Background: an optimization exercise with open tools, aiming at small area and a short achievable clock period. Do not read the settings as production practice. At most, simulation tests tie the RTL to the original design; equivalence was not proved. Power is estimated from default activity; no workload was simulated.

run 1:
==> flow/design.v (excerpt) <==
module pipelined_divider (input             clock,
                          input             reset,
                          input             input_valid,
                          input       [5:0] input_tag,
                          input      [23:0] divisor,
                          input      [31:0] dividend,
                          output reg        output_valid,
                          output reg  [5:0] output_tag,
                          output reg [31:0] quotient,
                          output reg [31:0] remainder);
    reg        v0;
    reg  [5:0] t0;
    reg [31:0] a0;
    reg [23:0] d0;
    reg        z0;
    reg        n0;
    wire       in_z = (divisor == 24'd0);
    always @(posedge clock) begin
        v0 <= reset ? 1'b0 : input_valid;
        t0 <= input_tag;
        a0 <= dividend ^ {32{dividend[31]}};   
        d0 <= {divisor[23:1], divisor[0] | in_z};
        z0 <= in_z;
        n0 <= dividend[31];
    end
    wire [31:0] x0 = a0;
    wire [1:0] x2 = {x0[31], x0[30]};
    wire [1:0] dl2 = d0[1:0];
    wire hz2 = (d0[23:2] == 22'd0);
    wire [3:0] dl2_3 = {2'd0, dl2} + {1'd0, dl2, 1'b0};
    wire [4:0] s2_1 = {3'd0, x2} - {3'd0, dl2};
    wire [4:0] s2_2 = {3'd0, x2} - {2'd0, dl2, 1'b0};
    wire [4:0] s2_3 = {3'd0, x2} - {1'd0, dl2_3};
    wire c2_1 = hz2 & ~s2_1[4], c2_2 = hz2 & ~s2_2[4], c2_3 = hz2 & ~s2_3[4];
    wire [1:0] r2_c = c2_2 ? (c2_3 ? s2_3[1:0] : s2_2[1:0]) : (c2_1 ? s2_1[1:0] : x2[1:0]);
    wire [3:0] x4 = {r2_c, x0[29], x0[28]};
    wire [3:0] dl4 = d0[3:0];
    wire hz4 = (d0[23:4] == 20'd0);
    wire [5:0] dl4_3 = {2'd0, dl4} + {1'd0, dl4, 1'b0};
    wire [6:0] s4_1 = {3'd0, x4} - {3'd0, dl4};
    wire [6:0] s4_2 = {3'd0, x4} - {2'd0, dl4, 1'b0};
    wire [6:0] s4_3 = {3'd0, x4} - {1'd0, dl4_3};
    wire c4_1 = hz4 & ~s4_1[6], c4_2 = hz4 & ~s4_2[6], c4_3 = hz4 & ~s4_3[6];
    wire [3:0] r4_c = c4_2 ? (c4_3 ? s4_3[3:0] : s4_2[3:0]) : (c4_1 ? s4_1[3:0] : x4[3:0]);
    reg        v1, n1, z1;
    reg  [5:0] t1;
    reg [23:0] d1;
    reg [27:0] a1;
    reg [31:28] q1;
    reg [3:0] r1;
    always @(posedge clock) begin
        v1 <= reset ? 1'b0 : v0;
        t1 <= t0;
        n1 <= n0;
        z1 <= z0;
        d1 <= d0;
        a1 <= x0[27:0];
        q1 <= {c2_2, (c2_2 ? c2_3 : c2_1), c4_2, (c4_2 ? c4_3 : c4_1)};
        r1 <= r4_c;
    end
    wire [5:0] x6 = {r1, a1[27], a1[26]};
  ...
Size: ~13,000 cells after synthesis, about 1,600 flip-flops, ~140 I/O pins.
export LEC_CHECK = 0
export ABC_AREA = 1
export ABC_CLOCK_PERIOD_IN_PS = 3000
export CAP_MARGIN = 20
export CORE_MARGIN = 2
export CORE_UTILIZATION = 40
export CTS_CLUSTER_DIAMETER = 80
export CTS_CLUSTER_SIZE = 30
export SETUP_SLACK_MARGIN = 4.25
export SLEW_MARGIN = 20
export TNS_END_PERCENT = 20
create_clock -name core_clock -period 7.0 [get_ports {clock}]
standard.sh (not shown) runs the stock make flow with config.mk's settings and CLKGATE_MAP_FILE= SYNTH_SCRIPT=/design/flow/synth_recipe.tcl, a recipe that flattens the netlist after the stock synthesis.
==> flow/flow/run.sh <==
#!/bin/bash
set -euo pipefail
here=$(cd "$(dirname "$0")" && pwd)
source "$here/vars.sh"
bash standard.sh > flow.log 2>&1
==> flow/flow/vars.sh <==
# ORFS variables for this flow (see run.sh)
# No full-adder cell mapping in synthesis: ABC maps the adders itself.
export ADDER_MAP_FILE=
# Port buffers: a plain buffer rather than the default pick (a delay cell).
export BUFFER_PORTS_ARGS="-buffer_cell sky130_fd_sc_hd__buf_2"
Changes in run 2 relative to run 1:
Settings: swapping 4.25 for 4.35 in SETUP_SLACK_MARGIN; swapping 40 for 45 in CORE_UTILIZATION.
### Flow results
- Run 2 | status: complete | timing, DRC, antenna: pass
- [compare] base=run 1 new=run 2: initial antenna violation count saw an increase, total stage count of the critical path increased 13.
- Between run 2 and run 1, the proportion of cell area occupied by registers figures differ only marginally.
- Critical path data arrival time delta for run 2 relative to run 1: 1990 ps higher
- The area taken by multi-input logic gates reported for run 2 is greater than that of run 1 by about 1.4%.
- As of run 2, number of non-clock buffers had risen by more than 10% compared to run 1.
- Run 2 ends up with lower sequential power share than run 1 does.
- Sort run 2 and run 1 by wire length of the first global-routing pass, ascending, and run 2 comes first.
The following lists how run 3 was set up differently from run 2:
Settings: swapping 45 for 40 in CORE_UTILIZATION; swapping 20 for 5 in TNS_END_PERCENT; swapping 4.35 for 4.4 in SETUP_SLACK_MARGIN.
- Note that the number of fill cells in the layout recorded for run 3 amounts to 1.16 times the value seen in run 2.
- Summary: wire length of the first global-routing pass, run 3 worse than run 2
- Power, run 3 vs run 2: down slightly
- Taking run 2 as the reference, in run 3 fmax now sits higher, worst hold slack lost 6.1 ps, arrival time of data at the critical path endpoint has decreased, switching share of power ~0 delta.

========
## v50
Another version of the RTL of pipelined_divider (not shown whole).
For scale: about 140 I/O pins, roughly 81000 µm² of cells after synthesis.
## pipelined_divider
module pipelined_divider (input             clock,
                          input             reset,
                          input             input_valid,
                          input       [5:0] input_tag,
                          input      [23:0] divisor,
                          input      [31:0] dividend,
                          output reg        output_valid,
                          output reg  [5:0] output_tag,
                          output reg [31:0] quotient,
                          output reg [31:0] remainder);
clock: 7.0 ns
lec_check: 0
abc_clock_period_in_ps: 3000
cap_margin: 20
core_margin: 2
core_utilization: 40
setup_slack_margin: 3.3
slew_margin: 20
run.sh (not shown) runs the stock make flow with config.mk's settings and CLKGATE_MAP_FILE= SYNTH_SCRIPT=/design/flow/synth_recipe.tcl, a recipe that flattens the netlist after the stock synthesis.
Stock flow here: none of the scripts above is used.
What v37 does differently from v50 at the input level:
- setting ABC_AREA to 1 for the first time
- changing SETUP_SLACK_MARGIN from 3.3 to 3.9
==> flow/flow/run.sh (new file) <==
#!/bin/bash
set -euo pipefail
here=$(cd "$(dirname "$0")" && pwd)
source "$here/vars.sh"
bash standard.sh > flow.log 2>&1
==> flow/flow/vars.sh (new file) <==
# ORFS variables for this flow (see run.sh)
# No full-adder cell mapping in synthesis: ABC maps the adders itself.
export ADDER_MAP_FILE=
# Port buffers: a plain buffer rather than the default pick (a delay cell).
export BUFFER_PORTS_ARGS="-buffer_cell sky130_fd_sc_hd__buf_2"
==> flow/standard.sh (new file) <==
#!/bin/bash
# synth_recipe.tcl (not shown) runs the flow's synth.tcl, then flattens the netlist and writes it again
# the make line also repeats each setting of config.mk as NAME=value (left out here)
make -C /OpenROAD-flow-scripts/flow DESIGN_CONFIG=/design/flow/config.mk WORK_HOME=/design/flow/orfs CLKGATE_MAP_FILE= SYNTH_SCRIPT=/design/flow/synth_recipe.tcl "${@:-finish}"
removed: flow/run.sh
==> notes.md <==
Die area ended up about 9% higher on v37 than on v50.
v37 reports its critical-path cell with the highest stage delay as sky130_fd_sc_hd__dfxtp_1 while v50 reports sky130_fd_sc_hd__fa_1.
Compared with v50, in v37 portion of total power attributed to sequential cells moved down; routed metal-1 wirelength higher; non-clock buffer count saw a decrease; design internal power lower; estimated wirelength of the detail-placed design now larger.
Changes observed in v37 relative to v50: first-iteration DRC count now larger; cell area climbed about 6.5%; wire length of the first global-routing pass increased about 45%; post-layout worst setup margin went up.
Comparing v37 and v50, the lower overall power is on v50.
For v14, these inputs were changed with respect to v37:
==> flow/flow/vars.sh <==
# ORFS variables for this flow (see run.sh)
# No full-adder cell mapping in synthesis: ABC maps the adders itself.
export ADDER_MAP_FILE=
==> notes.md <==
- Per the final summary, v14 finished and its layout is clean on timing, DRC and antenna.
- | static leakage | v37 vs v14 | ≈ equal |
- Against v37, total cell area at the placement stage in v14 rose slightly.
- Total power divided by cell area went down slightly going from v37 to v14.
- v14 — setup slack 0.042 ns lower, v37 as reference
- Non-clock buffer count went down by a few percent going from v37 to v14.
- v37 → v14: antenna diode count rose by 2, remaining max-slew budget at the tightest pin rose by 2.1 points, period utilization rose by 0.60 points.
- Relative to v37, shortest clock period the worst path allows after layout has gone up in v14.
- Area: v14 vs v37 -> v14 larger
- Summary: with v37 as the reference, HPWL after detailed placement in v14 moved down by a few percent.
diff inputs: v14 => v35
- CORE_UTILIZATION changed from 40 to 60
- ABC_AREA removed (was 1)
- PLACE_DENSITY newly set to 0.7
- SETUP_SLACK_MARGIN changed from 3.9 to 3.6
==> flow/run.sh (new file) <==
#!/bin/bash
# synth_recipe.tcl (not shown) runs the flow's synth.tcl, then flattens the netlist and writes it again
# the make line also repeats each setting of config.mk as NAME=value (left out here)
make -C /OpenROAD-flow-scripts/flow DESIGN_CONFIG=/design/flow/config.mk WORK_HOME=/design/flow/orfs CLKGATE_MAP_FILE= SYNTH_SCRIPT=/design/flow/synth_recipe.tcl finish
removed: flow/flow/run.sh
removed: flow/flow/vars.sh
removed: flow/standard.sh
- Going from v14 to v35, average detailed-routed wire length per instance rose 12%.
- Measured against each other, v14 and v35 differ in arrival time of data at the critical path endpoint, the lower figure coming from v14.
- Buffers inserted during post-CTS setup optimization delta for v35 relative to v14: 52 higher
- Diff v14 -> v35: critical path depth went up, share of the yosys chip area belonging to registers +3.6 points, cell area after technology mapping went down 7500 µm².
- Setup slack: v35 less than v14
- Relative to v14, final wirelength decreased by about 30% in v35.

========
== job 3468 ==
pipelined_divider again, from the RTL that the note above started with.
clock: 7.0 ns
lec_check: 0
abc_area: 1
abc_clock_period_in_ps: 3000
cap_margin: 20
core_margin: 2
core_utilization: 40
setup_slack_margin: 3.9
slew_margin: 20
Stock flow here: none of the scripts above is used.
Looking at the reports, job 3468 completed the entire flow and the layout it produced met the timing, DRC and antenna checks.
The inputs of job 1325 differ from those of job 3468 as listed below.
Settings: CTS_CLUSTER_SIZE: unset -> 30; SETUP_SLACK_MARGIN: 3.9 -> 4.4; CTS_CLUSTER_DIAMETER: unset -> 80.
==> flow/flow/run.sh (new file) <==
#!/bin/bash
set -euo pipefail
here=$(cd "$(dirname "$0")" && pwd)
source "$here/vars.sh"
bash standard.sh > flow.log 2>&1
==> flow/flow/vars.sh (new file) <==
# ORFS variables for this flow (see run.sh)
# No full-adder cell mapping in synthesis: ABC maps the adders itself.
export ADDER_MAP_FILE=
# Port buffers: a plain buffer rather than the default pick (a delay cell).
export BUFFER_PORTS_ARGS="-buffer_cell sky130_fd_sc_hd__buf_2"
==> flow/standard.sh (new file) <==
#!/bin/bash
# synth_recipe.tcl (not shown) runs the flow's synth.tcl, then flattens the netlist and writes it again
# the make line also repeats each setting of config.mk as NAME=value (left out here)
make -C /OpenROAD-flow-scripts/flow DESIGN_CONFIG=/design/flow/config.mk WORK_HOME=/design/flow/orfs CLKGATE_MAP_FILE= SYNTH_SCRIPT=/design/flow/synth_recipe.tcl "${@:-finish}"
removed: flow/run.sh
### Flow results
Job 1325 vs. job 3468: sequential share of power went up by 1.7 points. Sequential share of layout area was higher in the run labelled job 3468. Power drawn by the sequential cells: job 3468 vs job 1325, no meaningful difference.
[inputs] job 8855 vs job 1325
Settings: a deleted ABC_AREA that had been 1; a deleted CTS_CLUSTER_SIZE that had been 30; a deleted CTS_CLUSTER_DIAMETER that had been 80; a change of SETUP_SLACK_MARGIN from 4.4 to 3.9.
==> flow/run.sh (new file) <==
#!/bin/bash
# synth_recipe.tcl (not shown) runs the flow's synth.tcl, then flattens the netlist and writes it again
# the make line also repeats each setting of config.mk as NAME=value (left out here)
make -C /OpenROAD-flow-scripts/flow DESIGN_CONFIG=/design/flow/config.mk WORK_HOME=/design/flow/orfs CLKGATE_MAP_FILE= SYNTH_SCRIPT=/design/flow/synth_recipe.tcl finish
removed: flow/flow/run.sh
removed: flow/flow/vars.sh
removed: flow/standard.sh
Results
- The run showing the greater combined area of all synthesized cells is job 1325.
- Compared with job 1325, job 8855 shows a power share of the clock group that is 4.8 points higher.
- Comparing actual slew at the worst max-slew pin for job 8855 and job 1325, the bigger number came from job 1325.
- Setup slack in job 8855 is smaller than in job 1325.
- Taking job 1325 as the reference point, the height of the chip of job 8855 falls by 4.3%.
- ~same sequential power in job 8855 and job 1325
- Routed wire length (job 8855 vs. job 1325) decreases by more than a quarter
The inputs of job 2728 differ from those of job 8855 as listed below.
Settings: ABC_AREA newly set to 1; SETUP_SLACK_MARGIN changed from 3.9 to 4.2; CTS_CLUSTER_SIZE newly set to 30; CTS_CLUSTER_DIAMETER newly set to 80.
==> flow/flow/run.sh (new file) <==
#!/bin/bash
set -euo pipefail
here=$(cd "$(dirname "$0")" && pwd)
source "$here/vars.sh"
bash standard.sh > flow.log 2>&1
==> flow/flow/vars.sh (new file) <==
# ORFS variables for this flow (see run.sh)
# No full-adder cell mapping in synthesis: ABC maps the adders itself.
export ADDER_MAP_FILE=
# Port buffers: a plain buffer rather than the default pick (a delay cell).
export BUFFER_PORTS_ARGS="-buffer_cell sky130_fd_sc_hd__buf_2"
==> flow/standard.sh (new file) <==
#!/bin/bash
# synth_recipe.tcl (not shown) runs the flow's synth.tcl, then flattens the netlist and writes it again
# the make line also repeats each setting of config.mk as NAME=value (left out here)
make -C /OpenROAD-flow-scripts/flow DESIGN_CONFIG=/design/flow/config.mk WORK_HOME=/design/flow/orfs CLKGATE_MAP_FILE= SYNTH_SCRIPT=/design/flow/synth_recipe.tcl "${@:-finish}"
removed: flow/run.sh
[summary]
Job 2728 was carried through to the last stage, and its layout satisfied the timing, DRC and antenna checks. Delta (job 2728 minus job 8855): final worst setup slack rose by 0.58 ns; synthesized area per cell fell by 33%; die area rose by 9.2%. Delta (job 2728 minus job 8855): post-place instance area rose 6700 um2; remaining design rule violation count about even; fmax rose about 20%. Overall die width, job 2728 vs job 8855: up by a few percent. Job 2728 ended up with nand2_1 as its most common cell after layout, fill and taps aside; job 8855 ended up with dfxtp_1.
For job 918, these inputs were changed with respect to job 2728:
Settings: CTS_CLUSTER_SIZE: 30 -> unset; CTS_CLUSTER_DIAMETER: 80 -> unset.
[summary]
- Slew of the pin with the lowest slew margin: job 918 higher than job 2728
- Wire: job 918 routes more than job 2728
- Combined global-route utilization of all metal layers: job 918 > job 2728
- In the tables for job 918 and job 2728, area of all placed cells without fillers reads higher with job 918.
- Job 918 vs job 2728: maximum frequency down slightly
- On number of vias per cell, job 918 tracks job 2728 almost exactly.
- Shortest period the worst path allows was higher in the run labelled job 918.
The following lists how job 7049 was set up differently from job 918:
Settings: CTS_BUF_LIST: unset -> sky130_fd_sc_hd__clkbuf_8; ABC_AREA: 1 -> unset; SETUP_SLACK_MARGIN: 4.2 -> 3.6.
==> flow/run.sh (new file) <==
#!/bin/bash
# synth_recipe.tcl (not shown) runs the flow's synth.tcl, then flattens the netlist and writes it again
# the make line also repeats each setting of config.mk as NAME=value (left out here)
make -C /OpenROAD-flow-scripts/flow DESIGN_CONFIG=/design/flow/config.mk WORK_HOME=/design/flow/orfs CLKGATE_MAP_FILE= SYNTH_SCRIPT=/design/flow/synth_recipe.tcl finish
removed: flow/flow/run.sh
removed: flow/flow/vars.sh
removed: flow/standard.sh
[summary]
- Diff job 918 -> job 7049: share of synthesized cell area in and, or, nand and nor gates decreased by 23 points relative to the old numbers, routed wire length decreased by about 30% relative to the old numbers.
- Per the comparison of job 7049 with job 918, total power density per cell area fell by 0.69%; design area fell by about 4.6%.
- Compared with job 918, job 7049 shows worst hold slack lower by 0.0070 ns.

========
pipelined_divider, a different RTL version from the one above (not shown whole).
Size: roughly 13000 cells after synthesis, about 1500 flip-flops, about 140 I/O pins.
## pipelined_divider
module pipelined_divider (input             clock,
                          input             reset,
                          input             input_valid,
                          input       [5:0] input_tag,
                          input      [23:0] divisor,
                          input      [31:0] dividend,
                          output reg        output_valid,
                          output reg  [5:0] output_tag,
                          output reg [31:0] quotient,
                          output reg [31:0] remainder);
export LEC_CHECK = 0
export ABC_AREA = 1
export ABC_CLOCK_PERIOD_IN_PS = 3000
export CAP_MARGIN = 20
export CORE_MARGIN = 2
export CORE_UTILIZATION = 45
export CTS_CLUSTER_DIAMETER = 80
export CTS_CLUSTER_SIZE = 30
export SETUP_SLACK_MARGIN = 4.35
export SLEW_MARGIN = 20
export TNS_END_PERCENT = 20
create_clock -name core_clock -period 7.0 [get_ports {clock}]
standard.sh (not shown) runs the stock make flow with config.mk's settings and CLKGATE_MAP_FILE= SYNTH_SCRIPT=/design/flow/synth_recipe.tcl, a recipe that flattens the netlist after the stock synthesis.
==> flow/flow/run.sh <==
#!/bin/bash
set -euo pipefail
here=$(cd "$(dirname "$0")" && pwd)
source "$here/vars.sh"
bash standard.sh > flow.log 2>&1
==> flow/flow/vars.sh <==
# ORFS variables for this flow (see run.sh)
# No full-adder cell mapping in synthesis: ABC maps the adders itself.
export ADDER_MAP_FILE=
# Port buffers: a plain buffer rather than the default pick (a delay cell).
export BUFFER_PORTS_ARGS="-buffer_cell sky130_fd_sc_hd__buf_2"
Then changed:
- CORE_UTILIZATION: 45 -> 40
- The new run ran to the end with no violations
- clock-buffer cell count came out higher by 3
- clock power came out higher by about 1%
- global-route usage came out lower by 4.8 points
No functional check of the RTL was part of any run of this note.

[re-timing with driven ports]
How much do the figures lean on ideal ports? The routed layouts below were timed once more, with nothing changed but the port constraints. Step 1 assumes that a clkbuf_16 drives the clock port and a buf_2 every other input. Step 2 moves the port delays by t, midway between the first and last clock arrival at a register: inputs arrive t later, outputs are due t later. That takes back most of the time a late clock gives input paths. Slacks: ideal ports / drivers / drivers and shift; pairs: ideal ports / drivers.
run	t, ns	setup WS [ns]	hold WS [ns]	worst setup path at the end
run 1	0.870	4.159 / 4.077 / 3.889	0.308 / 0.308 / 0.308	input to register
run 2	0.866	4.227 / 4.212 / 4.211	0.309 / 0.309 / 0.309	input to register
run 3	0.869	4.248 / 4.181 / 3.927	0.303 / 0.303 / 0.303	input to register
v50	0.901	3.429 / 3.429 / 3.429	0.286 / 0.286 / 0.286	register to register
v37	0.916	4.012 / 3.919 / 4.024	0.282 / 0.282 / 0.282	register to register
v14	0.916	3.970 / 3.879 / 3.941	0.284 / 0.284 / 0.284	input to register
v35	0.861	3.576 / 3.576 / 3.576	0.299 / 0.299 / 0.299	register to register
job 3468	0.942	3.917 / 3.876 / 3.917	0.273 / 0.273 / 0.273	register to register
job 1325	0.847	4.246 / 4.162 / 4.304	0.314 / 0.314 / 0.314	input to register
job 8855	0.893	3.655 / 3.655 / 3.655	0.309 / 0.309 / 0.309	register to register
job 2728	0.849	4.240 / 4.156 / 4.246	0.314 / 0.314 / 0.314	register to register
job 918	0.916	4.211 / 4.119 / 4.264	0.282 / 0.282 / 0.282	register to register
job 7049	1.047	3.614 / 3.614 / 3.614	0.275 / 0.275 / 0.275	register to register
the first run of note 4	0.865	4.039 / 4.039 / 3.786	0.291 / 0.291 / 0.291	input to register
the second run of note 4	0.861	4.262 / 4.190 / 3.675	0.311 / 0.311 / 0.311	input to register
After both steps setup and hold are still met in every run listed. For the second run of note 4, which loses most, drivers alone change the setup slack by -0.072 ns; drivers and shift together by -0.587 ns.
